Context: an optimization exercise on an open-source flow, tuned for small area and a short achievable clock period. The choices shown serve that exercise and are no tape-out recipe.
Only simulation tests tie the RTL to the original design; equivalence was not proved.

## cordicsqrt
module cordicsqrt (
    input [15:0] N,
    input clk, in_valid,
    output [15:0] sqrt,
    output out_valid
  );
For scale: roughly 5600 cells after synthesis, roughly 860 flip-flops, about 35 I/O pins, roughly 51000 um^2 of cells after synthesis.
Settings: LEC_CHECK=0, CAP_MARGIN=20, CORE_MARGIN=2, CORE_UTILIZATION=40, SLEW_MARGIN=20; clock period 10.0 ns.
standard.sh (not shown) runs the stock make flow with config.mk's settings and CLKGATE_MAP_FILE= SYNTH_SCRIPT=/design/flow/synth_recipe.tcl, a recipe that flattens the netlist after the stock synthesis.
==> flow/flow/run.sh <==
#!/bin/bash
set -o pipefail
export SETUP_SLACK_MARGIN=${MARGIN:-6.6}
bash standard.sh > standard.log 2>&1
Change:
--- a/flow/config.mk
+++ b/flow/config.mk
@@ -8,4 +8,5 @@
 export CAP_MARGIN = 20
 export CORE_MARGIN = 2
-export CORE_UTILIZATION = 40
+export CORE_UTILIZATION = 60
+export CTS_BUF_LIST = sky130_fd_sc_hd__clkbuf_8
 export SLEW_MARGIN = 20
What happened: The new run passed the timing, design-rule and antenna checks. Die area decreases by 33%. Maximum frequency decreases by 0.70%. Routed wire length decreases by 1.6%. Setup slack is worse by 0.023 ns. Final area decreases by 2.1%.

* * *

== v6 ==
cordicsqrt again, from the RTL that the note above started with.
export LEC_CHECK = 0
export CAP_MARGIN = 20
export CORE_MARGIN = 2
export CORE_UTILIZATION = 40
export SLEW_MARGIN = 20
create_clock -name core_clock -period 10.0 [get_ports {clk}]
==> flow/flow/run.sh <==
#!/bin/bash
set -o pipefail
export SETUP_SLACK_MARGIN=${MARGIN:-6.9}
bash standard.sh > standard.log 2>&1
v6 | stages: all done | timing, DRC, antenna: all pass
> inputs changed (v6 -> v7)
# v6
export LEC_CHECK = 0
export CAP_MARGIN = 20
export CORE_MARGIN = 2
export CORE_UTILIZATION = 40
export SLEW_MARGIN = 20
create_clock -name core_clock -period 10.0 [get_ports {clk}]
# v7
export LEC_CHECK = 0
export CAP_MARGIN = 20
export CORE_MARGIN = 2
export CORE_UTILIZATION = 60
export SLEW_MARGIN = 20
create_clock -name core_clock -period 10.0 [get_ports {clk}]
==> flow/flow/run.sh <==
#!/bin/bash
set -o pipefail
export SETUP_SLACK_MARGIN=${MARGIN:-6.6}
export CTS_ARGS="-sink_clustering_enable -repair_clock_nets -sink_clustering_size ${CSIZE:-20} -sink_clustering_max_diameter ${CDIAM:-80} -dont_use_dummy_load -buf_list {sky130_fd_sc_hd__clkbuf_16}"
bash standard.sh > standard.log 2>&1
[compare] base=v6 new=v7: via count saw little to no change, global routing usage summed across all routing layers shows an increase of 9.0 points, layout inverter count without the clock tree went up, non-filler instance count after layout decreased 10%.

* * *

Another version of the RTL of cordicsqrt (not shown whole).
Size in the first run: roughly 5100 cells after synthesis, roughly 770 flip-flops, roughly 46000 um^2 of cells after synthesis.
clock: 10.0 ns
lec_check: 0
cap_margin: 10
core_margin: 2
core_utilization: 60
slew_margin: 10
==> flow/flow/run.sh <==
#!/bin/bash
set -o pipefail
export SETUP_SLACK_MARGIN=${MARGIN:-6.9}
export CTS_ARGS="-sink_clustering_enable -repair_clock_nets -sink_clustering_size ${CSIZE:-20} -sink_clustering_max_diameter ${CDIAM:-80} -dont_use_dummy_load -buf_list {sky130_fd_sc_hd__clkbuf_16}"
bash standard.sh > standard.log 2>&1
Change:
==> flow/flow/run.sh (replaced) <==
#!/bin/bash
set -o pipefail
export SETUP_SLACK_MARGIN=${MARGIN:-7.1}
export CTS_ARGS="-sink_clustering_enable -repair_clock_nets -sink_clustering_size ${CSIZE:-30} -sink_clustering_max_diameter ${CDIAM:-100} -dont_use_dummy_load -buf_list {sky130_fd_sc_hd__clkbuf_16}"
bash standard.sh > standard.log 2>&1
CAP_MARGIN = 20   (was 10)
SLEW_MARGIN = 20   (was 10)
=> Sequential cell count is unchanged; clock-buffer cell count came out lower by 12; register-to-register slack stays flat; clock skew came out lower by 0.0093 ns; worst setup slack gets better by 0.013 ns; area after synthesis does not change; utilization came out higher by 2.0 points; worst hold slack gets better by 0.0074 ns.
Change:
==> flow/flow/run.sh (replaced) <==
#!/bin/bash
set -o pipefail
export SETUP_SLACK_MARGIN=${MARGIN:-6.9}
export CTS_ARGS="-sink_clustering_enable -repair_clock_nets -sink_clustering_size ${CSIZE:-20} -sink_clustering_max_diameter ${CDIAM:-80} -dont_use_dummy_load -buf_list {sky130_fd_sc_hd__clkbuf_16}"
bash standard.sh > standard.log 2>&1
ABC_AREA = 1   (was unset)
What happened: The new run finished clean. Clock-buffer cell count is higher by 11. Clock skew is higher by 0.022 ns. Flip-flop and latch count stays the same. Via count is lower by 3.9%.
Change:
==> flow/flow/run.sh (replaced) <==
#!/bin/bash
set -o pipefail
export SETUP_SLACK_MARGIN=${MARGIN:-6.9}
export CTS_ARGS="-sink_clustering_enable -repair_clock_nets -sink_clustering_size ${CSIZE:-20} -sink_clustering_max_diameter ${CDIAM:-80} -dont_use_dummy_load -buf_list {sky130_fd_sc_hd__clkbuf_8}"
bash standard.sh > standard.log 2>&1
ABC_AREA = unset   (was 1)
Outcome: The changed run passed the timing, design-rule and antenna checks; design area goes down slightly; utilization goes down by 4.1 points; flip-flop and latch count stays the same; register-to-register slack improved by 0.38 ns; wire length goes down by a few percent; worst setup slack improved by 0.32 ns; first-iteration DRC count goes up by roughly a tenth; area after synthesis goes up by a few percent; die area goes up by a few percent; clock-buffer cell count goes up by 1; cell count goes down by a few percent.

-- separate check: timing with driven ports --
No port has a modelled driver above. Below, the same layouts with a new extraction and two added sets of constraints. Step 1 (the two cells are an assumption about what drives the block):
set clk [get_ports {clk}]
set_driving_cell -lib_cell sky130_fd_sc_hd__clkbuf_16 $clk
set_driving_cell -lib_cell sky130_fd_sc_hd__buf_2 [delete_from_list [all_inputs] $clk]
Step 2, shift: input delay + t, output delay - t, t = (earliest + latest rising clock arrival at the registers) / 2. This alone moves slack from input paths to output paths. a / b / c = ideal / step 1 / step 2; a / b = the first two.
run	t (ns)	slack for setup (ns)	clock arrival spread, ns	slew at the worst register clock pin (ns)
the first run of note 1	0.758	6.699 / 6.636 / 6.699	0.051 / 0.051	0.07 / 0.07
the second run of note 1	0.873	6.675 / 6.613 / 6.685	0.067 / 0.067	0.08 / 0.08
v6	0.774	6.820 / 6.744 / 6.820	0.047 / 0.047	0.07 / 0.07
v7	0.686	6.676 / 6.671 / 6.676	0.035 / 0.035	0.08 / 0.08
the first run of note 3	0.669	6.909 / 6.861 / 6.909	0.065 / 0.065	0.08 / 0.08
the second run of note 3	0.653	6.923 / 6.903 / 6.923	0.064 / 0.064	0.11 / 0.11
the third run of note 3	0.637	6.530 / 6.530 / 6.530	0.092 / 0.092	0.09 / 0.09
the fourth run of note 3	0.728	6.846 / 6.783 / 6.905	0.098 / 0.098	0.12 / 0.12
After both steps every run listed still meets setup and hold.
